This is an optimization exercise on Yosys and OpenROAD, whose aim is small area and a short achievable clock period, not a production implementation. The RTL was checked by simulation tests, not by an equivalence proof against the original design.

`config.mk`:
```
export PLATFORM = sky130hd
export DESIGN_NAME = processor
export DESIGN_NICKNAME = processor
export VERILOG_FILES = /design/flow/design.v
export SDC_FILE = /design/flow/constraint.sdc
export NUM_CORES = 4
export LEC_CHECK = 0
export CAP_MARGIN = 20
export CORE_MARGIN = 2
export CORE_UTILIZATION = 60
export SLEW_MARGIN = 20
export SYNTH_HIERARCHICAL = 1
```
`constraint.sdc`:
```
create_clock -name core_clock -period 42.0 [get_ports {clk}]
set_input_delay 8.4000 -clock core_clock [delete_from_list [all_inputs] [get_ports {clk}]]
set_output_delay 8.4000 -clock core_clock [all_outputs]
set_load 0.01 [all_outputs]
```
`design.v`:
```
module processor(clk, rst, i_dataValid, i_packet, o_answer);
  input clk;
  input rst;
  input i_dataValid;
  input [31:0] i_packet;
  output reg [31:0] o_answer;
  reg [6:0] rf;
  reg f;
  wire g = i_dataValid & ~rst;             
  wire dir = i_packet[31];
  wire [30:0] v = i_packet[30:0] & {31{g}};
  wire [31:0] a = o_answer & {32{~rst}};
  wire [6:0] rneg = (rf == 7'd0) ? 7'd0 : 7'd100 - rf;
  wire [6:0] rin = (dir ^ f) ? rneg : rf;
  wire [9:0] c0 = v[11:2];
  wire [9:0] c1 = v[21:12];
  wire [8:0] c2 = v[30:22];
  wire [9:0] c1n = ~c1;
  wire [8:0] c2n = ~c2;
  wire [2:0] uq = {1'b0, v[1:0]} + {1'b0, rin[1:0]};
  wire cc = uq[2];
  wire ns_1, nc_2;
  fa uns_1 (.a(c0[0]), .b(c1n[0]), .c(c2[0]), .s(ns_1), .co(nc_2));
  wire ns_3, nc_4;
  fa uns_3 (.a(c0[7]), .b(c1n[7]), .c(c2[7]), .s(ns_3), .co(nc_4));
  wire ns_5, nc_6;
  fa uns_5 (.a(rin[2]), .b(cc), .c(ns_1), .s(ns_5), .co(nc_6));
  wire ns_7 = ~(c0[1] ^ c1n[1]);
  wire nc_8 = c0[1] | c1n[1];
  wire ns_9, nc_10;
  fa uns_9 (.a(c2[1]), .b(c0[8]), .c(c0[7]), .s(ns_9), .co(nc_10));
  wire ns_11, nc_12;
  fa uns_11 (.a(c1n[8]), .b(c1n[7]), .c(c2[8]), .s(ns_11), .co(nc_12));
  wire ns_13, nc_14;
  fa uns_13 (.a(c2[7]), .b(rin[3]), .c(ns_7), .s(ns_13), .co(nc_14));
  wire ns_15, nc_16;
  fa uns_15 (.a(nc_2), .b(nc_4), .c(ns_9), .s(ns_15), .co(nc_16));
  wire ns_17, nc_18;
  fa uns_17 (.a(ns_11), .b(ns_13), .c(nc_6), .s(ns_17), .co(nc_18));
  wire ns_19, nc_20;
  fa uns_19 (.a(c0[2]), .b(c1n[2]), .c(c2[2]), .s(ns_19), .co(nc_20));
  wire ns_21, nc_22;
  fa uns_21 (.a(c0[9]), .b(c0[8]), .c(c1n[9]), .s(ns_21), .co(nc_22));
  wire ns_23, nc_24;
  fa uns_23 (.a(c1n[8]), .b(c2[8]), .c(rin[4]), .s(ns_23), .co(nc_24));
  wire ns_25, nc_26;
  fa uns_25 (.a(nc_8), .b(nc_10), .c(nc_12), .s(ns_25), .co(nc_26));
  wire ns_27, nc_28;
  fa uns_27 (.a(ns_19), .b(ns_21), .c(ns_23), .s(ns_27), .co(nc_28));
  wire ns_29, nc_30;
  fa uns_29 (.a(nc_14), .b(nc_16), .c(ns_25), .s(ns_29), .co(nc_30));
  wire ns_31, nc_32;
  ha uns_31 (.a(ns_27), .b(nc_18), .s(ns_31), .co(nc_32));
  wire ns_33, nc_34;
  fa uns_33 (.a(c0[3]), .b(c1n[3]), .c(c2[3]), .s(ns_33), .co(nc_34));
  wire ns_35, nc_36;
  fa uns_35 (.a(c0[9]), .b(c1n[9]), .c(rin[5]), .s(ns_35), .co(nc_36));
  wire ns_37, nc_38;
  fa uns_37 (.a(nc_20), .b(nc_22), .c(ns_33), .s(ns_37), .co(nc_38));
  wire ns_39, nc_40;
  fa uns_39 (.a(nc_24), .b(ns_35), .c(nc_26), .s(ns_39), .co(nc_40));
  wire ns_41, nc_42;
  fa uns_41 (.a(ns_37), .b(nc_28), .c(nc_30), .s(ns_41), .co(nc_42));
  wire ns_43, nc_44;
  ha uns_43 (.a(ns_39), .b(nc_32), .s(ns_43), .co(nc_44));
  wire ns_45, nc_46;
  fa uns_45 (.a(c0[4]), .b(c1n[4]), .c(c2[4]), .s(ns_45), .co(nc_46));
  wire ns_47, nc_48;
  fa uns_47 (.a(rin[6]), .b(nc_34), .c(ns_45), .s(ns_47), .co(nc_48));
  wire ns_49, nc_50;
  fa uns_49 (.a(nc_36), .b(nc_38), .c(ns_47), .s(ns_49), .co(nc_50));
  wire ns_51, nc_52;
  fa uns_51 (.a(nc_40), .b(ns_49), .c(nc_42), .s(ns_51), .co(nc_52));
  wire ns_53, nc_54;
  fa uns_53 (.a(c0[5]), .b(c1n[5]), .c(c2[5]), .s(ns_53), .co(nc_54));
  wire ns_55, nc_56;
  fa uns_55 (.a(nc_46), .b(ns_53), .c(nc_48), .s(ns_55), .co(nc_56));
  wire ns_57, nc_58;
  ha uns_57 (.a(nc_50), .b(ns_55), .s(ns_57), .co(nc_58));
  wire ns_59, nc_60;
  fa uns_59 (.a(c0[6]), .b(c1n[6]), .c(c2[6]), .s(ns_59), .co(nc_60));
  wire ns_61, nc_62;
  fa uns_61 (.a(nc_54), .b(ns_59), .c(nc_56), .s(ns_61), .co(nc_62));
  wire ng_63, np_64;
  ha unp_64 (.a(ns_3), .b(ns_5), .s(np_64), .co(ng_63));
  wire ng_65, np_66;
  ha unp_66 (.a(ns_15), .b(ns_17), .s(np_66), .co(ng_65));
  wire ng_67, np_68;
  ha unp_68 (.a(ns_29), .b(ns_31), .s(np_68), .co(ng_67));
  wire ng_69, np_70;
  ha unp_70 (.a(ns_41), .b(ns_43), .s(np_70), .co(ng_69));
  wire ng_71, np_72;
  ha unp_72 (.a(nc_44), .b(ns_51), .s(np_72), .co(ng_71));
  wire ng_73, np_74;
  ha unp_74 (.a(ns_57), .b(nc_52), .s(np_74), .co(ng_73));
  wire ng_75, np_76;
  ha unp_76 (.a(nc_58), .b(ns_61), .s(np_76), .co(ng_75));
  wire ng_77, np_78;
  ha unp_78 (.a(nc_60), .b(nc_62), .s(np_78), .co(ng_77));
  wire nG_79;
  ao21 unG_79 (.a(ng_65), .b(np_66), .c(ng_63), .y(nG_79));
  wire nP_80;
  an2 unP_80 (.a(np_66), .b(np_64), .y(nP_80));
  wire nG_81;
  ao21 unG_81 (.a(ng_69), .b(np_70), .c(ng_67), .y(nG_81));
  wire nP_82;
  an2 unP_82 (.a(np_70), .b(np_68), .y(nP_82));
  wire nG_83;
  ao21 unG_83 (.a(ng_73), .b(np_74), .c(ng_71), .y(nG_83));
  wire nP_84;
  an2 unP_84 (.a(np_74), .b(np_72), .y(nP_84));
  wire nG_85;
  ao21 unG_85 (.a(ng_77), .b(np_78), .c(ng_75), .y(nG_85));
  wire nP_86;
  an2 unP_86 (.a(np_78), .b(np_76), .y(nP_86));
  wire nG_87;
  ao21 unG_87 (.a(ng_67), .b(np_68), .c(nG_79), .y(nG_87));
  wire nP_88;
  an2 unP_88 (.a(np_68), .b(nP_80), .y(nP_88));
  wire nG_89;
  ao21 unG_89 (.a(nG_81), .b(nP_82), .c(nG_79), .y(nG_89));
  wire nP_90;
  an2 unP_90 (.a(nP_82), .b(nP_80), .y(nP_90));
  wire nG_91;
  ao21 unG_91 (.a(ng_75), .b(np_76), .c(nG_83), .y(nG_91));
  wire nP_92;
  an2 unP_92 (.a(np_76), .b(nP_84), .y(nP_92));
  wire nG_93;
  ao21 unG_93 (.a(nG_85), .b(nP_86), .c(nG_83), .y(nG_93));
  wire nP_94;
  an2 unP_94 (.a(nP_86), .b(nP_84), .y(nP_94));
  wire nG_95;
  ao21 unG_95 (.a(ng_71), .b(np_72), .c(nG_89), .y(nG_95));
  wire nP_96;
  an2 unP_96 (.a(np_72), .b(nP_90), .y(nP_96));
  wire nG_97;
  ao21 unG_97 (.a(nG_83), .b(nP_84), .c(nG_89), .y(nG_97));
  wire nP_98;
  an2 unP_98 (.a(nP_84), .b(nP_90), .y(nP_98));
  wire nG_99;
  ao21 unG_99 (.a(nG_91), .b(nP_92), .c(nG_89), .y(nG_99));
  wire nP_100;
  an2 unP_100 (.a(nP_92), .b(nP_90), .y(nP_100));
  wire nG_101;
  ao21 unG_101 (.a(nG_93), .b(nP_94), .c(nG_89), .y(nG_101));
  wire nP_102;
  an2 unP_102 (.a(nP_94), .b(nP_90), .y(nP_102));
  wire no_103;
  xr2 uno_103 (.a(np_66), .b(ng_63), .y(no_103));
  wire no_104;
  xr2 uno_104 (.a(np_68), .b(nG_79), .y(no_104));
  wire no_105;
  xr2 uno_105 (.a(np_70), .b(nG_87), .y(no_105));
  wire no_106;
  xr2 uno_106 (.a(np_72), .b(nG_89), .y(no_106));
  wire no_107;
  xr2 uno_107 (.a(np_74), .b(nG_95), .y(no_107));
  wire no_108;
  xr2 uno_108 (.a(np_76), .b(nG_97), .y(no_108));
  wire no_109;
  xr2 uno_109 (.a(np_78), .b(nG_99), .y(no_109));
  wire [8:0] fp = {nG_101, no_109, no_108, no_107, no_106, no_105, no_104, no_103, np_64};
  wire [4:0] fF = fp[8:4];
  reg [4:0] qf, rr, th;
  always @(*) begin
    case (fF)
      5'd0: begin qf = 5'd0; rr = 5'd0; th = 5'd25; end
      5'd1: begin qf = 5'd0; rr = 5'd16; th = 5'd9; end
      5'd2: begin qf = 5'd1; rr = 5'd7; th = 5'd18; end
      5'd3: begin qf = 5'd1; rr = 5'd23; th = 5'd2; end
      5'd4: begin qf = 5'd2; rr = 5'd14; th = 5'd11; end
      5'd5: begin qf = 5'd3; rr = 5'd5; th = 5'd20; end
      5'd6: begin qf = 5'd3; rr = 5'd21; th = 5'd4; end
      5'd7: begin qf = 5'd4; rr = 5'd12; th = 5'd13; end
      5'd8: begin qf = 5'd5; rr = 5'd3; th = 5'd22; end
      5'd9: begin qf = 5'd5; rr = 5'd19; th = 5'd6; end
      5'd10: begin qf = 5'd6; rr = 5'd10; th = 5'd15; end
      5'd11: begin qf = 5'd7; rr = 5'd1; th = 5'd24; end
      5'd12: begin qf = 5'd7; rr = 5'd17; th = 5'd8; end
      5'd13: begin qf = 5'd8; rr = 5'd8; th = 5'd17; end
      5'd14: begin qf = 5'd8; rr = 5'd24; th = 5'd1; end
      5'd15: begin qf = 5'd9; rr = 5'd15; th = 5'd10; end
      5'd16: begin qf = 5'd10; rr = 5'd6; th = 5'd19; end
      5'd17: begin qf = 5'd10; rr = 5'd22; th = 5'd3; end
      5'd18: begin qf = 5'd11; rr = 5'd13; th = 5'd12; end
      5'd19: begin qf = 5'd12; rr = 5'd4; th = 5'd21; end
      5'd20: begin qf = 5'd12; rr = 5'd20; th = 5'd5; end
      5'd21: begin qf = 5'd13; rr = 5'd11; th = 5'd14; end
      5'd22: begin qf = 5'd14; rr = 5'd2; th = 5'd23; end
      5'd23: begin qf = 5'd14; rr = 5'd18; th = 5'd7; end
      5'd24: begin qf = 5'd15; rr = 5'd9; th = 5'd16; end
      5'd25: begin qf = 5'd16; rr = 5'd0; th = 5'd25; end
      5'd26: begin qf = 5'd16; rr = 5'd16; th = 5'd9; end
      5'd27: begin qf = 5'd17; rr = 5'd7; th = 5'd18; end
      5'd28: begin qf = 5'd17; rr = 5'd23; th = 5'd2; end
      default: begin qf = 5'd0; rr = 5'd0; th = 5'd0; end
    endcase
  end
  wire [5:0] s = {1'b0, rr} + {2'b0, fp[3:0]};
  wire k = {1'b0, fp[3:0]} >= th;        
  wire [4:0] ry = k ? s[4:0] + 5'd7 : s[4:0];
  wire [6:0] m = {ry, uq[1:0]};
  wire ns_110, nc_111;
  fa uns_110 (.a(a[0]), .b(c1[0]), .c(c2n[0]), .s(ns_110), .co(nc_111));
  wire ns_112, nc_113;
  fa uns_112 (.a(c0[7]), .b(c1n[7]), .c(c2[7]), .s(ns_112), .co(nc_113));
  wire ns_114, nc_115;
  ha uns_114 (.a(ns_110), .b(ns_112), .s(ns_114), .co(nc_115));
  wire ns_116, nc_117;
  fa uns_116 (.a(a[1]), .b(c1[1]), .c(c2n[1]), .s(ns_116), .co(nc_117));
  wire ns_118, nc_119;
  fa uns_118 (.a(c0[8]), .b(c1n[8]), .c(c2[8]), .s(ns_118), .co(nc_119));
  wire ns_120, nc_121;
  fa uns_120 (.a(nc_111), .b(nc_113), .c(ns_116), .s(ns_120), .co(nc_121));
  wire ns_122, nc_123;
  fa uns_122 (.a(ns_118), .b(nc_115), .c(ns_120), .s(ns_122), .co(nc_123));
  wire ns_124, nc_125;
  fa uns_124 (.a(a[2]), .b(c1[2]), .c(c2n[2]), .s(ns_124), .co(nc_125));
  wire ns_126, nc_127;
  fa uns_126 (.a(c0[9]), .b(c0[7]), .c(c1n[9]), .s(ns_126), .co(nc_127));
  wire ns_128, nc_129;
  fa uns_128 (.a(c1n[7]), .b(c2[7]), .c(nc_117), .s(ns_128), .co(nc_129));
  wire ns_130, nc_131;
  fa uns_130 (.a(nc_119), .b(ns_124), .c(ns_126), .s(ns_130), .co(nc_131));
  wire ns_132, nc_133;
  fa uns_132 (.a(nc_121), .b(ns_128), .c(ns_130), .s(ns_132), .co(nc_133));
  wire ns_134, nc_135;
  ha uns_134 (.a(nc_123), .b(ns_132), .s(ns_134), .co(nc_135));
  wire ns_136, nc_137;
  fa uns_136 (.a(a[3]), .b(c1[3]), .c(c1[0]), .s(ns_136), .co(nc_137));
  wire ns_138, nc_139;
  fa uns_138 (.a(c2n[0]), .b(c2n[3]), .c(c0[8]), .s(ns_138), .co(nc_139));
  wire ns_140, nc_141;
  fa uns_140 (.a(c1n[8]), .b(c2[8]), .c(nc_125), .s(ns_140), .co(nc_141));
  wire ns_142, nc_143;
  fa uns_142 (.a(nc_127), .b(ns_136), .c(ns_138), .s(ns_142), .co(nc_143));
  wire ns_144, nc_145;
  fa uns_144 (.a(nc_129), .b(nc_131), .c(ns_140), .s(ns_144), .co(nc_145));
  wire ns_146, nc_147;
  fa uns_146 (.a(ns_142), .b(nc_133), .c(ns_144), .s(ns_146), .co(nc_147));
  wire ns_148, nc_149;
  ha uns_148 (.a(nc_135), .b(ns_146), .s(ns_148), .co(nc_149));
  wire ns_150, nc_151;
  fa uns_150 (.a(a[4]), .b(c1[4]), .c(c1[1]), .s(ns_150), .co(nc_151));
  wire ns_152, nc_153;
  fa uns_152 (.a(c2n[1]), .b(c2n[4]), .c(c0[9]), .s(ns_152), .co(nc_153));
  wire ns_154, nc_155;
  fa uns_154 (.a(c1n[9]), .b(nc_137), .c(nc_139), .s(ns_154), .co(nc_155));
  wire ns_156, nc_157;
  fa uns_156 (.a(ns_150), .b(ns_152), .c(nc_141), .s(ns_156), .co(nc_157));
  wire ns_158, nc_159;
  fa uns_158 (.a(nc_143), .b(ns_154), .c(nc_145), .s(ns_158), .co(nc_159));
  wire ns_160, nc_161;
  fa uns_160 (.a(ns_156), .b(nc_147), .c(ns_158), .s(ns_160), .co(nc_161));
  wire ns_162, nc_163;
  ha uns_162 (.a(nc_149), .b(ns_160), .s(ns_162), .co(nc_163));
  wire ns_164, nc_165;
  fa uns_164 (.a(a[5]), .b(c1[5]), .c(c1[2]), .s(ns_164), .co(nc_165));
  wire ns_166, nc_167;
  fa uns_166 (.a(c1[0]), .b(c2n[0]), .c(c2n[2]), .s(ns_166), .co(nc_167));
  wire ns_168, nc_169;
  fa uns_168 (.a(c2n[5]), .b(nc_151), .c(nc_153), .s(ns_168), .co(nc_169));
  wire ns_170, nc_171;
  fa uns_170 (.a(ns_164), .b(ns_166), .c(nc_155), .s(ns_170), .co(nc_171));
  wire ns_172, nc_173;
  fa uns_172 (.a(ns_168), .b(nc_157), .c(ns_170), .s(ns_172), .co(nc_173));
  wire ns_174, nc_175;
  fa uns_174 (.a(nc_159), .b(ns_172), .c(nc_161), .s(ns_174), .co(nc_175));
  wire ns_176, nc_177;
  ha uns_176 (.a(nc_163), .b(ns_174), .s(ns_176), .co(nc_177));
  wire ns_178, nc_179;
  fa uns_178 (.a(a[6]), .b(c1[6]), .c(c1[3]), .s(ns_178), .co(nc_179));
  wire ns_180, nc_181;
  fa uns_180 (.a(c1[1]), .b(c2n[1]), .c(c2n[3]), .s(ns_180), .co(nc_181));
  wire ns_182, nc_183;
  fa uns_182 (.a(c2n[6]), .b(nc_165), .c(nc_167), .s(ns_182), .co(nc_183));
  wire ns_184, nc_185;
  fa uns_184 (.a(ns_178), .b(ns_180), .c(nc_169), .s(ns_184), .co(nc_185));
  wire ns_186, nc_187;
  fa uns_186 (.a(ns_182), .b(nc_171), .c(ns_184), .s(ns_186), .co(nc_187));
  wire ns_188, nc_189;
  fa uns_188 (.a(nc_173), .b(ns_186), .c(nc_175), .s(ns_188), .co(nc_189));
  wire ns_190, nc_191;
  fa uns_190 (.a(a[7]), .b(c1[7]), .c(c1[4]), .s(ns_190), .co(nc_191));
  wire ns_192, nc_193;
  fa uns_192 (.a(c1[2]), .b(c2n[2]), .c(c2n[4]), .s(ns_192), .co(nc_193));
  wire ns_194, nc_195;
  fa uns_194 (.a(c2n[7]), .b(nc_179), .c(nc_181), .s(ns_194), .co(nc_195));
  wire ns_196, nc_197;
  fa uns_196 (.a(ns_190), .b(ns_192), .c(nc_183), .s(ns_196), .co(nc_197));
  wire ns_198, nc_199;
  fa uns_198 (.a(ns_194), .b(nc_185), .c(ns_196), .s(ns_198), .co(nc_199));
  wire ns_200, nc_201;
  ha uns_200 (.a(nc_187), .b(ns_198), .s(ns_200), .co(nc_201));
  wire ns_202, nc_203;
  fa uns_202 (.a(a[8]), .b(c1[8]), .c(c1[5]), .s(ns_202), .co(nc_203));
  wire ns_204, nc_205;
  fa uns_204 (.a(c1[3]), .b(c2n[3]), .c(c2n[5]), .s(ns_204), .co(nc_205));
  wire ns_206, nc_207;
  fa uns_206 (.a(c2n[8]), .b(nc_191), .c(nc_193), .s(ns_206), .co(nc_207));
  wire ns_208, nc_209;
  fa uns_208 (.a(ns_202), .b(ns_204), .c(nc_195), .s(ns_208), .co(nc_209));
  wire ns_210, nc_211;
  fa uns_210 (.a(ns_206), .b(nc_197), .c(ns_208), .s(ns_210), .co(nc_211));
  wire ns_212, nc_213;
  ha uns_212 (.a(nc_199), .b(ns_210), .s(ns_212), .co(nc_213));
  wire ns_214 = ~(a[9] ^ c1[9]);
  wire nc_215 = a[9] | c1[9];
  wire ns_216, nc_217;
  fa uns_216 (.a(c1[6]), .b(c1[4]), .c(c2n[4]), .s(ns_216), .co(nc_217));
  wire ns_218, nc_219;
  fa uns_218 (.a(c2n[6]), .b(ns_214), .c(nc_203), .s(ns_218), .co(nc_219));
  wire ns_220, nc_221;
  fa uns_220 (.a(nc_205), .b(ns_216), .c(nc_207), .s(ns_220), .co(nc_221));
  wire ns_222, nc_223;
  fa uns_222 (.a(ns_218), .b(nc_209), .c(ns_220), .s(ns_222), .co(nc_223));
  wire ns_224, nc_225;
  ha uns_224 (.a(nc_211), .b(ns_222), .s(ns_224), .co(nc_225));
  wire ns_226 = ~(a[10] ^ c1[7]);
  wire nc_227 = a[10] | c1[7];
  wire ns_228, nc_229;
  fa uns_228 (.a(c1[5]), .b(c2[0]), .c(c2n[5]), .s(ns_228), .co(nc_229));
  wire ns_230, nc_231;
  fa uns_230 (.a(c2n[7]), .b(nc_215), .c(ns_226), .s(ns_230), .co(nc_231));
  wire ns_232, nc_233;
  fa uns_232 (.a(nc_217), .b(ns_228), .c(ns_230), .s(ns_232), .co(nc_233));
  wire ns_234, nc_235;
  fa uns_234 (.a(nc_219), .b(ns_232), .c(nc_221), .s(ns_234), .co(nc_235));
  wire ns_236, nc_237;
  ha uns_236 (.a(nc_223), .b(ns_234), .s(ns_236), .co(nc_237));
  wire ns_238 = ~(a[11] ^ c1[8]);
  wire nc_239 = a[11] | c1[8];
  wire ns_240, nc_241;
  fa uns_240 (.a(c1[6]), .b(c2[1]), .c(c2n[6]), .s(ns_240), .co(nc_241));
  wire ns_242, nc_243;
  fa uns_242 (.a(c2n[8]), .b(nc_227), .c(ns_238), .s(ns_242), .co(nc_243));
  wire ns_244, nc_245;
  fa uns_244 (.a(nc_229), .b(ns_240), .c(nc_231), .s(ns_244), .co(nc_245));
  wire ns_246, nc_247;
  fa uns_246 (.a(ns_242), .b(nc_233), .c(ns_244), .s(ns_246), .co(nc_247));
  wire ns_248, nc_249;
  ha uns_248 (.a(ns_246), .b(nc_235), .s(ns_248), .co(nc_249));
  wire ns_250, nc_251;
  fa uns_250 (.a(a[12]), .b(c1[9]), .c(c1[7]), .s(ns_250), .co(nc_251));
  wire ns_252, nc_253;
  fa uns_252 (.a(c2[2]), .b(c2n[7]), .c(nc_239), .s(ns_252), .co(nc_253));
  wire ns_254, nc_255;
  fa uns_254 (.a(nc_241), .b(ns_250), .c(nc_243), .s(ns_254), .co(nc_255));
  wire ns_256, nc_257;
  fa uns_256 (.a(ns_252), .b(nc_245), .c(ns_254), .s(ns_256), .co(nc_257));
  wire ns_258, nc_259;
  ha uns_258 (.a(nc_247), .b(ns_256), .s(ns_258), .co(nc_259));
  wire ns_260 = ~(a[13] ^ c1[8]);
  wire nc_261 = a[13] | c1[8];
  wire ns_262, nc_263;
  fa uns_262 (.a(c2[0]), .b(c2[3]), .c(c2n[8]), .s(ns_262), .co(nc_263));
  wire ns_264, nc_265;
  fa uns_264 (.a(ns_260), .b(nc_251), .c(ns_262), .s(ns_264), .co(nc_265));
  wire ns_266, nc_267;
  fa uns_266 (.a(nc_253), .b(ns_264), .c(nc_255), .s(ns_266), .co(nc_267));
  wire ns_268, nc_269;
  ha uns_268 (.a(nc_257), .b(ns_266), .s(ns_268), .co(nc_269));
  wire ns_270, nc_271;
  fa uns_270 (.a(a[14]), .b(c1[9]), .c(c2[1]), .s(ns_270), .co(nc_271));
  wire ns_272, nc_273;
  fa uns_272 (.a(c2[4]), .b(nc_261), .c(nc_263), .s(ns_272), .co(nc_273));
  wire ns_274, nc_275;
  fa uns_274 (.a(ns_270), .b(nc_265), .c(ns_272), .s(ns_274), .co(nc_275));
  wire ns_276, nc_277;
  ha uns_276 (.a(ns_274), .b(nc_267), .s(ns_276), .co(nc_277));
  wire ns_278 = ~(a[15] ^ c2[0]);
  wire nc_279 = a[15] | c2[0];
  wire ns_280, nc_281;
  fa uns_280 (.a(c2[2]), .b(c2[5]), .c(ns_278), .s(ns_280), .co(nc_281));
  wire ns_282, nc_283;
  fa uns_282 (.a(nc_271), .b(ns_280), .c(nc_273), .s(ns_282), .co(nc_283));
  wire ns_284, nc_285;
  ha uns_284 (.a(nc_275), .b(ns_282), .s(ns_284), .co(nc_285));
  wire ns_286 = ~(a[16] ^ c2[1]);
  wire nc_287 = a[16] | c2[1];
  wire ns_288, nc_289;
  fa uns_288 (.a(c2[3]), .b(c2[6]), .c(nc_279), .s(ns_288), .co(nc_289));
  wire ns_290, nc_291;
  fa uns_290 (.a(ns_286), .b(nc_281), .c(ns_288), .s(ns_290), .co(nc_291));
  wire ns_292, nc_293;
  ha uns_292 (.a(ns_290), .b(nc_283), .s(ns_292), .co(nc_293));
  wire ns_294 = ~(a[17] ^ c2[2]);
  wire nc_295 = a[17] | c2[2];
  wire ns_296, nc_297;
  fa uns_296 (.a(c2[4]), .b(c2[7]), .c(nc_287), .s(ns_296), .co(nc_297));
  wire ns_298, nc_299;
  fa uns_298 (.a(ns_294), .b(nc_289), .c(ns_296), .s(ns_298), .co(nc_299));
  wire ns_300, nc_301;
  ha uns_300 (.a(nc_291), .b(ns_298), .s(ns_300), .co(nc_301));
  wire ns_302 = ~(a[18] ^ c2[3]);
  wire nc_303 = a[18] | c2[3];
  wire ns_304, nc_305;
  fa uns_304 (.a(c2[5]), .b(c2[8]), .c(nc_295), .s(ns_304), .co(nc_305));
  wire ns_306, nc_307;
  fa uns_306 (.a(ns_302), .b(nc_297), .c(ns_304), .s(ns_306), .co(nc_307));
  wire ns_308, nc_309;
  ha uns_308 (.a(nc_299), .b(ns_306), .s(ns_308), .co(nc_309));
  wire ns_310 = ~(a[19] ^ c2[4]);
  wire nc_311 = a[19] | c2[4];
  wire ns_312, nc_313;
  fa uns_312 (.a(c2[6]), .b(nc_303), .c(ns_310), .s(ns_312), .co(nc_313));
  wire ns_314, nc_315;
  fa uns_314 (.a(nc_305), .b(ns_312), .c(nc_307), .s(ns_314), .co(nc_315));
  wire ns_316 = ~(a[20] ^ c2[5]);
  wire nc_317 = a[20] | c2[5];
  wire ns_318, nc_319;
  fa uns_318 (.a(c2[7]), .b(nc_311), .c(ns_316), .s(ns_318), .co(nc_319));
  wire ns_320, nc_321;
  ha uns_320 (.a(nc_313), .b(ns_318), .s(ns_320), .co(nc_321));
  wire ns_322 = ~(a[21] ^ c2[6]);
  wire nc_323 = a[21] | c2[6];
  wire ns_324, nc_325;
  fa uns_324 (.a(c2[8]), .b(nc_317), .c(ns_322), .s(ns_324), .co(nc_325));
  wire ns_326, nc_327;
  ha uns_326 (.a(nc_319), .b(ns_324), .s(ns_326), .co(nc_327));
  wire ns_328 = ~(a[22] ^ c2[7]);
  wire nc_329 = a[22] | c2[7];
  wire ns_330, nc_331;
  fa uns_330 (.a(nc_323), .b(ns_328), .c(nc_325), .s(ns_330), .co(nc_331));
  wire ns_332 = ~(a[23] ^ c2[8]);
  wire nc_333 = a[23] | c2[8];
  wire ns_334, nc_335;
  ha uns_334 (.a(nc_329), .b(ns_332), .s(ns_334), .co(nc_335));
  wire ns_336 = ~(a[24] ^ nc_333);
  wire nc_337 = a[24] | nc_333;
  wire ns_338 = ~a[25];
  wire ns_339 = ~a[26];
  wire ns_340 = ~a[27];
  wire ns_341 = ~a[28];
  wire ns_342 = ~a[29];
  wire ns_343 = ~a[30];
  wire ns_344 = ~a[31];
  wire ng_345, np_346;
  ha unp_346 (.a(ns_114), .b(qf[0]), .s(np_346), .co(ng_345));
  wire ng_347, np_348;
  ha unp_348 (.a(ns_122), .b(qf[1]), .s(np_348), .co(ng_347));
  wire ng_349, np_350;
  ha unp_350 (.a(ns_134), .b(qf[2]), .s(np_350), .co(ng_349));
  wire ng_351, np_352;
  ha unp_352 (.a(ns_148), .b(qf[3]), .s(np_352), .co(ng_351));
  wire ng_353, np_354;
  ha unp_354 (.a(ns_162), .b(qf[4]), .s(np_354), .co(ng_353));
  wire nG_355;
  ao21 unG_355 (.a(ng_347), .b(np_348), .c(ng_345), .y(nG_355));
  wire nP_356;
  an2 unP_356 (.a(np_348), .b(np_346), .y(nP_356));
  wire nG_357;
  ao21 unG_357 (.a(ng_351), .b(np_352), .c(ng_349), .y(nG_357));
  wire nP_358;
  an2 unP_358 (.a(np_352), .b(np_350), .y(nP_358));
  wire nG_359;
  an2 unG_359 (.a(ns_176), .b(ng_353), .y(nG_359));
  wire nP_360;
  an2 unP_360 (.a(ns_176), .b(np_354), .y(nP_360));
  wire nG_361;
  ao21 unG_361 (.a(ng_349), .b(np_350), .c(nG_355), .y(nG_361));
  wire nP_362;
  an2 unP_362 (.a(np_350), .b(nP_356), .y(nP_362));
  wire nG_363;
  ao21 unG_363 (.a(nG_357), .b(nP_358), .c(nG_355), .y(nG_363));
  wire nP_364;
  an2 unP_364 (.a(nP_358), .b(nP_356), .y(nP_364));
  wire nG_365;
  ao21 unG_365 (.a(ng_353), .b(np_354), .c(nG_363), .y(nG_365));
  wire nP_366;
  an2 unP_366 (.a(np_354), .b(nP_364), .y(nP_366));
  wire nG_367;
  ao21 unG_367 (.a(nG_359), .b(nP_360), .c(nG_363), .y(nG_367));
  wire nP_368;
  an2 unP_368 (.a(nP_360), .b(nP_364), .y(nP_368));
  wire no_369;
  xr2 uno_369 (.a(np_346), .b(k), .y(no_369));
  wire nG_370;
  ao21 unG_370 (.a(ng_345), .b(np_346), .c(k), .y(nG_370));
  wire no_371;
  xr2 uno_371 (.a(np_348), .b(nG_370), .y(no_371));
  wire nG_372;
  ao21 unG_372 (.a(nG_355), .b(nP_356), .c(k), .y(nG_372));
  wire no_373;
  xr2 uno_373 (.a(np_350), .b(nG_372), .y(no_373));
  wire nG_374;
  ao21 unG_374 (.a(nG_361), .b(nP_362), .c(k), .y(nG_374));
  wire no_375;
  xr2 uno_375 (.a(np_352), .b(nG_374), .y(no_375));
  wire nG_376;
  ao21 unG_376 (.a(nG_363), .b(nP_364), .c(k), .y(nG_376));
  wire no_377;
  xr2 uno_377 (.a(np_354), .b(nG_376), .y(no_377));
  wire nG_378;
  ao21 unG_378 (.a(nG_365), .b(nP_366), .c(k), .y(nG_378));
  wire no_379;
  xr2 uno_379 (.a(ns_176), .b(nG_378), .y(no_379));
  wire nG_380;
  ao21 unG_380 (.a(nG_367), .b(nP_368), .c(k), .y(nG_380));
  wire ng_381, np_382;
  ha unp_382 (.a(nc_177), .b(ns_188), .s(np_382), .co(ng_381));
  wire ng_383, np_384;
  ha unp_384 (.a(ns_200), .b(nc_189), .s(np_384), .co(ng_383));
  wire ng_385, np_386;
  ha unp_386 (.a(nc_201), .b(ns_212), .s(np_386), .co(ng_385));
  wire ng_387, np_388;
  ha unp_388 (.a(nc_213), .b(ns_224), .s(np_388), .co(ng_387));
  wire ng_389, np_390;
  ha unp_390 (.a(ns_236), .b(nc_225), .s(np_390), .co(ng_389));
  wire ng_391, np_392;
  ha unp_392 (.a(nc_237), .b(ns_248), .s(np_392), .co(ng_391));
  wire ng_393, np_394;
  ha unp_394 (.a(ns_258), .b(nc_249), .s(np_394), .co(ng_393));
  wire ng_395, np_396;
  ha unp_396 (.a(nc_259), .b(ns_268), .s(np_396), .co(ng_395));
  wire ng_397, np_398;
  ha unp_398 (.a(ns_276), .b(nc_269), .s(np_398), .co(ng_397));
  wire ng_399, np_400;
  ha unp_400 (.a(ns_284), .b(nc_277), .s(np_400), .co(ng_399));
  wire ng_401, np_402;
  ha unp_402 (.a(nc_285), .b(ns_292), .s(np_402), .co(ng_401));
  wire ng_403, np_404;
  ha unp_404 (.a(ns_300), .b(nc_293), .s(np_404), .co(ng_403));
  wire ng_405, np_406;
  ha unp_406 (.a(nc_301), .b(ns_308), .s(np_406), .co(ng_405));
  wire ng_407, np_408;
  ha unp_408 (.a(nc_309), .b(ns_314), .s(np_408), .co(ng_407));
  wire ng_409, np_410;
  ha unp_410 (.a(ns_320), .b(nc_315), .s(np_410), .co(ng_409));
  wire ng_411, np_412;
  ha unp_412 (.a(nc_321), .b(ns_326), .s(np_412), .co(ng_411));
  wire ng_413, np_414;
  ha unp_414 (.a(nc_327), .b(ns_330), .s(np_414), .co(ng_413));
  wire ng_415, np_416;
  ha unp_416 (.a(ns_334), .b(nc_331), .s(np_416), .co(ng_415));
  wire ng_417, np_418;
  ha unp_418 (.a(ns_336), .b(nc_335), .s(np_418), .co(ng_417));
  wire ng_419, np_420;
  ha unp_420 (.a(ns_338), .b(nc_337), .s(np_420), .co(ng_419));
  wire ng_421, np_422;
  ha unp_422 (.a(a[25]), .b(ns_339), .s(np_422), .co(ng_421));
  wire ng_423, np_424;
  ha unp_424 (.a(a[26]), .b(ns_340), .s(np_424), .co(ng_423));
  wire ng_425, np_426;
  ha unp_426 (.a(a[27]), .b(ns_341), .s(np_426), .co(ng_425));
  wire ng_427, np_428;
  ha unp_428 (.a(a[28]), .b(ns_342), .s(np_428), .co(ng_427));
  wire ng_429, np_430;
  ha unp_430 (.a(a[29]), .b(ns_343), .s(np_430), .co(ng_429));
  wire ng_431, np_432;
  ha unp_432 (.a(a[30]), .b(ns_344), .s(np_432), .co(ng_431));
  wire nG_433;
  ao21 unG_433 (.a(ng_383), .b(np_384), .c(ng_381), .y(nG_433));
  wire nP_434;
  an2 unP_434 (.a(np_384), .b(np_382), .y(nP_434));
  wire nG_435;
  ao21 unG_435 (.a(ng_387), .b(np_388), .c(ng_385), .y(nG_435));
  wire nP_436;
  an2 unP_436 (.a(np_388), .b(np_386), .y(nP_436));
  wire nG_437;
  ao21 unG_437 (.a(ng_391), .b(np_392), .c(ng_389), .y(nG_437));
  wire nP_438;
  an2 unP_438 (.a(np_392), .b(np_390), .y(nP_438));
  wire nG_439;
  ao21 unG_439 (.a(ng_395), .b(np_396), .c(ng_393), .y(nG_439));
  wire nP_440;
  an2 unP_440 (.a(np_396), .b(np_394), .y(nP_440));
  wire nG_441;
  ao21 unG_441 (.a(ng_399), .b(np_400), .c(ng_397), .y(nG_441));
  wire nP_442;
  an2 unP_442 (.a(np_400), .b(np_398), .y(nP_442));
  wire nG_443;
  ao21 unG_443 (.a(ng_403), .b(np_404), .c(ng_401), .y(nG_443));
  wire nP_444;
  an2 unP_444 (.a(np_404), .b(np_402), .y(nP_444));
  wire nG_445;
  ao21 unG_445 (.a(ng_407), .b(np_408), .c(ng_405), .y(nG_445));
  wire nP_446;
  an2 unP_446 (.a(np_408), .b(np_406), .y(nP_446));
  wire nG_447;
  ao21 unG_447 (.a(ng_411), .b(np_412), .c(ng_409), .y(nG_447));
  wire nP_448;
  an2 unP_448 (.a(np_412), .b(np_410), .y(nP_448));
  wire nG_449;
  ao21 unG_449 (.a(ng_415), .b(np_416), .c(ng_413), .y(nG_449));
  wire nP_450;
  an2 unP_450 (.a(np_416), .b(np_414), .y(nP_450));
  wire nG_451;
  ao21 unG_451 (.a(ng_419), .b(np_420), .c(ng_417), .y(nG_451));
  wire nP_452;
  an2 unP_452 (.a(np_420), .b(np_418), .y(nP_452));
  wire nG_453;
  ao21 unG_453 (.a(ng_423), .b(np_424), .c(ng_421), .y(nG_453));
  wire nP_454;
  an2 unP_454 (.a(np_424), .b(np_422), .y(nP_454));
  wire nG_455;
  ao21 unG_455 (.a(ng_427), .b(np_428), .c(ng_425), .y(nG_455));
  wire nP_456;
  an2 unP_456 (.a(np_428), .b(np_426), .y(nP_456));
  wire nG_457;
  ao21 unG_457 (.a(ng_431), .b(np_432), .c(ng_429), .y(nG_457));
  wire nP_458;
  an2 unP_458 (.a(np_432), .b(np_430), .y(nP_458));
  wire nG_459;
  ao21 unG_459 (.a(nG_435), .b(nP_436), .c(nG_433), .y(nG_459));
  wire nP_460;
  an2 unP_460 (.a(nP_436), .b(nP_434), .y(nP_460));
  wire nG_461;
  ao21 unG_461 (.a(nG_439), .b(nP_440), .c(nG_437), .y(nG_461));
  wire nP_462;
  an2 unP_462 (.a(nP_440), .b(nP_438), .y(nP_462));
  wire nG_463;
  ao21 unG_463 (.a(nG_443), .b(nP_444), .c(nG_441), .y(nG_463));
  wire nP_464;
  an2 unP_464 (.a(nP_444), .b(nP_442), .y(nP_464));
  wire nG_465;
  ao21 unG_465 (.a(nG_447), .b(nP_448), .c(nG_445), .y(nG_465));
  wire nP_466;
  an2 unP_466 (.a(nP_448), .b(nP_446), .y(nP_466));
  wire nG_467;
  ao21 unG_467 (.a(nG_451), .b(nP_452), .c(nG_449), .y(nG_467));
  wire nP_468;
  an2 unP_468 (.a(nP_452), .b(nP_450), .y(nP_468));
  wire nG_469;
  ao21 unG_469 (.a(nG_455), .b(nP_456), .c(nG_453), .y(nG_469));
  wire nP_470;
  an2 unP_470 (.a(nP_456), .b(nP_454), .y(nP_470));
  wire nG_471;
  ao21 unG_471 (.a(nG_461), .b(nP_462), .c(nG_459), .y(nG_471));
  wire nP_472;
  an2 unP_472 (.a(nP_462), .b(nP_460), .y(nP_472));
  wire nG_473;
  ao21 unG_473 (.a(nG_465), .b(nP_466), .c(nG_463), .y(nG_473));
  wire nP_474;
  an2 unP_474 (.a(nP_466), .b(nP_464), .y(nP_474));
  wire nG_475;
  ao21 unG_475 (.a(nG_469), .b(nP_470), .c(nG_467), .y(nG_475));
  wire nP_476;
  an2 unP_476 (.a(nP_470), .b(nP_468), .y(nP_476));
  wire nG_477;
  ao21 unG_477 (.a(nG_473), .b(nP_474), .c(nG_471), .y(nG_477));
  wire nP_478;
  an2 unP_478 (.a(nP_474), .b(nP_472), .y(nP_478));
  wire nG_479;
  ao21 unG_479 (.a(nG_475), .b(nP_476), .c(nG_477), .y(nG_479));
  wire nP_480;
  an2 unP_480 (.a(nP_476), .b(nP_478), .y(nP_480));
  wire nG_481;
  ao21 unG_481 (.a(nG_463), .b(nP_464), .c(nG_471), .y(nG_481));
  wire nP_482;
  an2 unP_482 (.a(nP_464), .b(nP_472), .y(nP_482));
  wire nG_483;
  ao21 unG_483 (.a(nG_467), .b(nP_468), .c(nG_477), .y(nG_483));
  wire nP_484;
  an2 unP_484 (.a(nP_468), .b(nP_478), .y(nP_484));
  wire nG_485;
  ao21 unG_485 (.a(nG_437), .b(nP_438), .c(nG_459), .y(nG_485));
  wire nP_486;
  an2 unP_486 (.a(nP_438), .b(nP_460), .y(nP_486));
  wire nG_487;
  ao21 unG_487 (.a(nG_441), .b(nP_442), .c(nG_471), .y(nG_487));
  wire nP_488;
  an2 unP_488 (.a(nP_442), .b(nP_472), .y(nP_488));
  wire nG_489;
  ao21 unG_489 (.a(nG_445), .b(nP_446), .c(nG_481), .y(nG_489));
  wire nP_490;
  an2 unP_490 (.a(nP_446), .b(nP_482), .y(nP_490));
  wire nG_491;
  ao21 unG_491 (.a(nG_449), .b(nP_450), .c(nG_477), .y(nG_491));
  wire nP_492;
  an2 unP_492 (.a(nP_450), .b(nP_478), .y(nP_492));
  wire nG_493;
  ao21 unG_493 (.a(nG_453), .b(nP_454), .c(nG_483), .y(nG_493));
  wire nP_494;
  an2 unP_494 (.a(nP_454), .b(nP_484), .y(nP_494));
  wire nG_495;
  ao21 unG_495 (.a(nG_457), .b(nP_458), .c(nG_479), .y(nG_495));
  wire nP_496;
  an2 unP_496 (.a(nP_458), .b(nP_480), .y(nP_496));
  wire nG_497;
  ao21 unG_497 (.a(ng_385), .b(np_386), .c(nG_433), .y(nG_497));
  wire nP_498;
  an2 unP_498 (.a(np_386), .b(nP_434), .y(nP_498));
  wire nG_499;
  ao21 unG_499 (.a(ng_389), .b(np_390), .c(nG_459), .y(nG_499));
  wire nP_500;
  an2 unP_500 (.a(np_390), .b(nP_460), .y(nP_500));
  wire nG_501;
  ao21 unG_501 (.a(ng_393), .b(np_394), .c(nG_485), .y(nG_501));
  wire nP_502;
  an2 unP_502 (.a(np_394), .b(nP_486), .y(nP_502));
  wire nG_503;
  ao21 unG_503 (.a(ng_397), .b(np_398), .c(nG_471), .y(nG_503));
  wire nP_504;
  an2 unP_504 (.a(np_398), .b(nP_472), .y(nP_504));
  wire nG_505;
  ao21 unG_505 (.a(ng_401), .b(np_402), .c(nG_487), .y(nG_505));
  wire nP_506;
  an2 unP_506 (.a(np_402), .b(nP_488), .y(nP_506));
  wire nG_507;
  ao21 unG_507 (.a(ng_405), .b(np_406), .c(nG_481), .y(nG_507));
  wire nP_508;
  an2 unP_508 (.a(np_406), .b(nP_482), .y(nP_508));
  wire nG_509;
  ao21 unG_509 (.a(ng_409), .b(np_410), .c(nG_489), .y(nG_509));
  wire nP_510;
  an2 unP_510 (.a(np_410), .b(nP_490), .y(nP_510));
  wire nG_511;
  ao21 unG_511 (.a(ng_413), .b(np_414), .c(nG_477), .y(nG_511));
  wire nP_512;
  an2 unP_512 (.a(np_414), .b(nP_478), .y(nP_512));
  wire nG_513;
  ao21 unG_513 (.a(ng_417), .b(np_418), .c(nG_491), .y(nG_513));
  wire nP_514;
  an2 unP_514 (.a(np_418), .b(nP_492), .y(nP_514));
  wire nG_515;
  ao21 unG_515 (.a(ng_421), .b(np_422), .c(nG_483), .y(nG_515));
  wire nP_516;
  an2 unP_516 (.a(np_422), .b(nP_484), .y(nP_516));
  wire nG_517;
  ao21 unG_517 (.a(ng_425), .b(np_426), .c(nG_493), .y(nG_517));
  wire nP_518;
  an2 unP_518 (.a(np_426), .b(nP_494), .y(nP_518));
  wire nG_519;
  ao21 unG_519 (.a(ng_429), .b(np_430), .c(nG_479), .y(nG_519));
  wire nP_520;
  an2 unP_520 (.a(np_430), .b(nP_480), .y(nP_520));
  wire no_521;
  xr2 uno_521 (.a(np_382), .b(nG_380), .y(no_521));
  wire nG_522;
  ao21 unG_522 (.a(ng_381), .b(np_382), .c(nG_380), .y(nG_522));
  wire no_523;
  xr2 uno_523 (.a(np_384), .b(nG_522), .y(no_523));
  wire nG_524;
  ao21 unG_524 (.a(nG_433), .b(nP_434), .c(nG_380), .y(nG_524));
  wire no_525;
  xr2 uno_525 (.a(np_386), .b(nG_524), .y(no_525));
  wire nG_526;
  ao21 unG_526 (.a(nG_497), .b(nP_498), .c(nG_380), .y(nG_526));
  wire no_527;
  xr2 uno_527 (.a(np_388), .b(nG_526), .y(no_527));
  wire nG_528;
  ao21 unG_528 (.a(nG_459), .b(nP_460), .c(nG_380), .y(nG_528));
  wire no_529;
  xr2 uno_529 (.a(np_390), .b(nG_528), .y(no_529));
  wire nG_530;
  ao21 unG_530 (.a(nG_499), .b(nP_500), .c(nG_380), .y(nG_530));
  wire no_531;
  xr2 uno_531 (.a(np_392), .b(nG_530), .y(no_531));
  wire nG_532;
  ao21 unG_532 (.a(nG_485), .b(nP_486), .c(nG_380), .y(nG_532));
  wire no_533;
  xr2 uno_533 (.a(np_394), .b(nG_532), .y(no_533));
  wire nG_534;
  ao21 unG_534 (.a(nG_501), .b(nP_502), .c(nG_380), .y(nG_534));
  wire no_535;
  xr2 uno_535 (.a(np_396), .b(nG_534), .y(no_535));
  wire nG_536;
  ao21 unG_536 (.a(nG_471), .b(nP_472), .c(nG_380), .y(nG_536));
  wire no_537;
  xr2 uno_537 (.a(np_398), .b(nG_536), .y(no_537));
  wire nG_538;
  ao21 unG_538 (.a(nG_503), .b(nP_504), .c(nG_380), .y(nG_538));
  wire no_539;
  xr2 uno_539 (.a(np_400), .b(nG_538), .y(no_539));
  wire nG_540;
  ao21 unG_540 (.a(nG_487), .b(nP_488), .c(nG_380), .y(nG_540));
  wire no_541;
  xr2 uno_541 (.a(np_402), .b(nG_540), .y(no_541));
  wire nG_542;
  ao21 unG_542 (.a(nG_505), .b(nP_506), .c(nG_380), .y(nG_542));
  wire no_543;
  xr2 uno_543 (.a(np_404), .b(nG_542), .y(no_543));
  wire nG_544;
  ao21 unG_544 (.a(nG_481), .b(nP_482), .c(nG_380), .y(nG_544));
  wire no_545;
  xr2 uno_545 (.a(np_406), .b(nG_544), .y(no_545));
  wire nG_546;
  ao21 unG_546 (.a(nG_507), .b(nP_508), .c(nG_380), .y(nG_546));
  wire no_547;
  xr2 uno_547 (.a(np_408), .b(nG_546), .y(no_547));
  wire nG_548;
  ao21 unG_548 (.a(nG_489), .b(nP_490), .c(nG_380), .y(nG_548));
  wire no_549;
  xr2 uno_549 (.a(np_410), .b(nG_548), .y(no_549));
  wire nG_550;
  ao21 unG_550 (.a(nG_509), .b(nP_510), .c(nG_380), .y(nG_550));
  wire no_551;
  xr2 uno_551 (.a(np_412), .b(nG_550), .y(no_551));
  wire nG_552;
  ao21 unG_552 (.a(nG_477), .b(nP_478), .c(nG_380), .y(nG_552));
  wire no_553;
  xr2 uno_553 (.a(np_414), .b(nG_552), .y(no_553));
  wire nG_554;
  ao21 unG_554 (.a(nG_511), .b(nP_512), .c(nG_380), .y(nG_554));
  wire no_555;
  xr2 uno_555 (.a(np_416), .b(nG_554), .y(no_555));
  wire nG_556;
  ao21 unG_556 (.a(nG_491), .b(nP_492), .c(nG_380), .y(nG_556));
  wire no_557;
  xr2 uno_557 (.a(np_418), .b(nG_556), .y(no_557));
  wire nG_558;
  ao21 unG_558 (.a(nG_513), .b(nP_514), .c(nG_380), .y(nG_558));
  wire no_559;
  xr2 uno_559 (.a(np_420), .b(nG_558), .y(no_559));
  wire nG_560;
  ao21 unG_560 (.a(nG_483), .b(nP_484), .c(nG_380), .y(nG_560));
  wire no_561;
  xr2 uno_561 (.a(np_422), .b(nG_560), .y(no_561));
  wire nG_562;
  ao21 unG_562 (.a(nG_515), .b(nP_516), .c(nG_380), .y(nG_562));
  wire no_563;
  xr2 uno_563 (.a(np_424), .b(nG_562), .y(no_563));
  wire nG_564;
  ao21 unG_564 (.a(nG_493), .b(nP_494), .c(nG_380), .y(nG_564));
  wire no_565;
  xr2 uno_565 (.a(np_426), .b(nG_564), .y(no_565));
  wire nG_566;
  ao21 unG_566 (.a(nG_517), .b(nP_518), .c(nG_380), .y(nG_566));
  wire no_567;
  xr2 uno_567 (.a(np_428), .b(nG_566), .y(no_567));
  wire nG_568;
  ao21 unG_568 (.a(nG_479), .b(nP_480), .c(nG_380), .y(nG_568));
  wire no_569;
  xr2 uno_569 (.a(np_430), .b(nG_568), .y(no_569));
  wire nG_570;
  ao21 unG_570 (.a(nG_519), .b(nP_520), .c(nG_380), .y(nG_570));
  wire no_571;
  xr2 uno_571 (.a(np_432), .b(nG_570), .y(no_571));
  wire nG_572;
  ao21 unG_572 (.a(nG_495), .b(nP_496), .c(nG_380), .y(nG_572));
  wire [31:0] sum = {no_571, no_569, no_567, no_565, no_563, no_561, no_559, no_557, no_555, no_553, no_551, no_549, no_547, no_545, no_543, no_541, no_539, no_537, no_535, no_533, no_531, no_529, no_527, no_525, no_523, no_521, no_379, no_377, no_375, no_373, no_371, no_369};
  always @(posedge clk) begin
    o_answer <= sum;
    rf <= rst ? 7'd50 : m;
    f <= dir;
  end
endmodule
module fa(input a, input b, input c, output s, output co);
  assign s = a ^ b ^ c;
  assign co = (a & b) | (a & c) | (b & c);
endmodule
module ao21(input a, input b, input c, output y);
  assign y = a | (b & c);
endmodule
module an2(input a, input b, output y);
  assign y = a & b;
endmodule
module xr2(input a, input b, output y);
  assign y = a ^ b;
endmodule
module ha(input a, input b, output s, output co);
  assign s = a ^ b;
  assign co = a & b;
endmodule
```
`flow/run.sh`:
```
#!/bin/bash
# Standard layout, with plain buf_1 cells as the buffers that every input and output port gets,
# and timing repair asked to keep 28 ns of setup slack (a 14 ns path) so that the resizer
# buffers and sizes the critical path instead of leaving minimum-size gates on it.
set -euo pipefail
export BUFFER_PORTS_ARGS="-buffer_cell sky130_fd_sc_hd__buf_1"
export SETUP_SLACK_MARGIN=28
bash standard.sh > standard.log 2>&1
```
`standard.sh`:
```
#!/bin/bash
# synth_recipe.tcl (not shown) runs the flow's synth.tcl, then flattens the netlist and writes it again
# the make line also repeats each setting of config.mk as NAME=value (left out here)
make -C /OpenROAD-flow-scripts/flow DESIGN_CONFIG=/design/flow/config.mk WORK_HOME=/design/flow/orfs CLKGATE_MAP_FILE= SYNTH_SCRIPT=/design/flow/synth_recipe.tcl "${@:-finish}"
```
==> run notes <==
- Starting Density: 0.6181
- Mapped Avg Cell Area: 9.886 sq um
- Critical Path Start Type: input pin
- MaxCap Viol Count: 0
- Post-synth net total: 957
- Top post-synthesis cells by count: fa_1 (109), ha_1 (96), a21o_1 (95)
- Met2 routed wirelength: 9607 um
- Asr flop ratio synth: 0
- Met1 wire length: 8029 um
- Flop-to-flop setup slack: 35,580 ps
- Register area: 800.8 sq um
- Top_reg_cell synth: dfxtp_1
- 1st-iter DRT viols: 334
- Required time worst endpoint: 42,190 ps
- Hold Crit Start: o_answer[31]
- Largest area contributor in the netlist: fa_1
- Worst slew margin: 0.6371
- Syn Std Cell Area: 0.007088 sq mm
- Hold Path Class: flop to flop
- Tcrit/Tclk final: 0.3425
- Final WL: 19,830 um
- Area of the multi-input gates: 0.006595 sq mm
- CTS Sinks: 40
- Hold buffer count at CTS: 0
- FF-to-FF path depth: 27
- R2R Path Start: rf[0]
- Share of cells above drive strength 1: 0.2153
- Rows: 39
- Port bufs: 66
- Unrepaired setup endpoints after global routing: true
- Mapped Cells: 717
- Die height: 112.7 um
- GRT Residual Overflow: 0
- Drt first pass iters: 5
- Post-synth EDFFs: 0
- # diodes: 0
- Synth warnings: 7
- First-pass GRT wire length: 31,820 um
- Cell area after layout: 0.009006 sq mm
- Tmin final: 14,390 ps
- Ports: 67
- Crit path max fanout: 7
- DR WL/cell: 19.97 um
- # DRC: 0
- Fin Setup TNS: 0 ps
- DRT antenna net count: 0
- Worst clock skew: 9.049 ps
- H-tree levels: 2
- Crit-path max cell delay: 570 ps
- Seq/Total Area, Yosys: 0.1130
- Core ar.: 0.01147 sq mm
- Area contributors post-synth: fa_1 (31%), ha_1 (17%), dfxtp_1 (11%)
- Root Buffer: clkbuf_16
- Initial antenna violation count: 0
- Vias in the first global route: 6,024
- Worst hold endpoint: o_answer[31]
- Nets: 1,089
- Top-area cell type share of the netlist area: 0.3079
- DIE WIDTH: 112.7 um
- Worst EP arrival: 14,580 ps
- Final setup violation count: 0
- Final Hold Vio Count: 0
- Hpwl dp: 13,560 um
- Tot GR Track Use: 0.3273
- Hold depth: 3
- Uppermost routed layer: met4
- DR vias: 5,736
- Critical path endpoint category: flop
- Critical path's slowest cell: fa_2
- Fillers: 757
- Area of the die: 0.01270 sq mm
- Placed cell area: 0.007757 sq mm
- RR Endpoint: o_answer[9]
- CTS tree: built
- FMAX: 69.51 MHz
- Worst slew pin tran: 544.4 ps
- Gpl congestion: 0.9069
- Clock Path Buffers: 2
- Yosys cell types: 46
- Clock Latency Late Sink: 310 ps
- CTS buffer count: 5
- Status: no timing/DRC/antenna violations
- Leading cell type by number of instances after synthesis: fa_1
- Vias/cell: 5.776
- Largest net degree at the start of global routing: 30
- #FFs+latches synth: 40
- Area growth, synth to finish: 27.06%
- Routed wl met3: 1338 um
- Crit path kind: input pin to flop
- Clk slew on worst S/H paths: 70 ps
- Count of pins over their slew limit: 0
## routing by layer
layer  global-route usage  up-vias
li1                     -     2648
met1               0.4256     2825
met2               0.5381      212
met3              0.07284       51
met4               0.1260        0
met5                    0        -
## repair_timing
item / in CTS / in global routing
buffers inserted: 47 / 16
gates cloned: 10 / 0
pin swaps: 55 / 28
setup endpoints to repair: 37 / 37
resized for setup: 67 / 30
## Yosys stat by module, one instance, submodules excluded
module | cells inside | flops+latches | times used | area (sq um)
ao21 | 1 | 0 | 91 | 7.507
processor | 363 | 40 | 1 | 2801
xr2 | 1 | 0 | 39 | 8.758
ha | 1 | 0 | 62 | 12.51
an2 | 1 | 0 | 55 | 6.256
fa | 1 | 0 | 107 | 20.02
## per-stage QoR
| stage | instances | utilization | hold slack [ps] | worst slack, ps |
|---|---|---|---|---|
| final | 993 | 0.7854 | 636.0 | 27610 |
| after global routing | 993 | 0.7854 | 662.1 | 27450 |
| after CTS | 977 | 0.7637 | 619.2 | 27710 |
| after detailed placement | 912 | 0.6765 | 608.1 | 25960 |
| after global placement | 912 | 0.6765 | 591.3 | 26070 |
| after floorplan | 717 | - | 624.4 | 27750 |
## worst max-delay path by stage
stage | startpoint | to | cells past startpoint
after floorplan | i_dataValid | o_answer[10] | 24
after global placement | rst | o_answer[23] | 26
after detailed placement | rst | o_answer[26] | 26
after CTS | rst | o_answer[9] | 31
after global routing | rst | o_answer[9] | 30
final | rst | o_answer[9] | 31
## state kept, by name, indices dropped and copies added (netlist names)
register / cells
o_answer: 32
rf: 7
f: 1
## final cells by class
class | count | area share
Clock buffer | 5 | 0.01389
Clock inverter | 3 | 0.005140
Inverter | 70 | 0.03237
Multi-Input combinational cell | 596 | 0.7323
Sequential cell | 40 | 0.08891
Tap cell | 143 | 0.01987
Timing Repair Buffer | 136 | 0.1075
## critical path: cells and delay by family
family / cells / cell delay (ps)
AND/OR/NAND/NOR: 5 / 680
XOR/XNOR: 2 / 430
AO/OA/AOI/OAI: 10 / 1850
buffers and inverters: 7 / 810
adder cells (fa/ha/maj): 7 / 2360
## cell usage in the layout, fill, tap and decap left out, types with 17 or more instances in the layout
master,instances
nand2_1,25
a21o_1,89
buf_4,51
ha_1,82
and2_1,59
a21oi_1,17
nand2b_1,27
inv_1,58
fa_1,100
xor2_1,36
buf_1,64
dfxtp_1,40
## cell families (layout without fill, tap and decap cells)
family                     Yosys count  after routing  share of synthesized area
buffers and inverters               86            214                    0.04766
xor gates and xnor gates            49             50                    0.06055
AOI/OAI and AO/OA                  147            150                     0.1449
muxes                                6              6                    0.01112
DFF                                 40             40                     0.1130
adders and majority gates          205            205                     0.4773
and+or+nand+nor                    184            185                     0.1455

what the ideal ports hide:
The flow's constraints put no driver on any port. The routed layout listed below was extracted and timed again, unchanged, in two steps.
Step 1 sets driving cells, clkbuf_16 on the clock port and buf_2 on the other inputs (assumed; they add their load-dependent delay and slew).
Step 2 times the ports against the registers' clock, not the clock port: input delays grow and output delays shrink by t, the midpoint of the rising clock arrivals with the driver on.
Three values: ideal ports, drivers, drivers and shift; two values: the first two.
t (ns): 0.346
setup WS [ns]: 27.613 / 27.615 / 27.270
clock arrival spread, ns: 0.009 / 0.009
After both steps setup and hold are still met in this run. For this run, drivers alone change the setup slack by +0.002 ns; drivers and shift together by -0.343 ns.
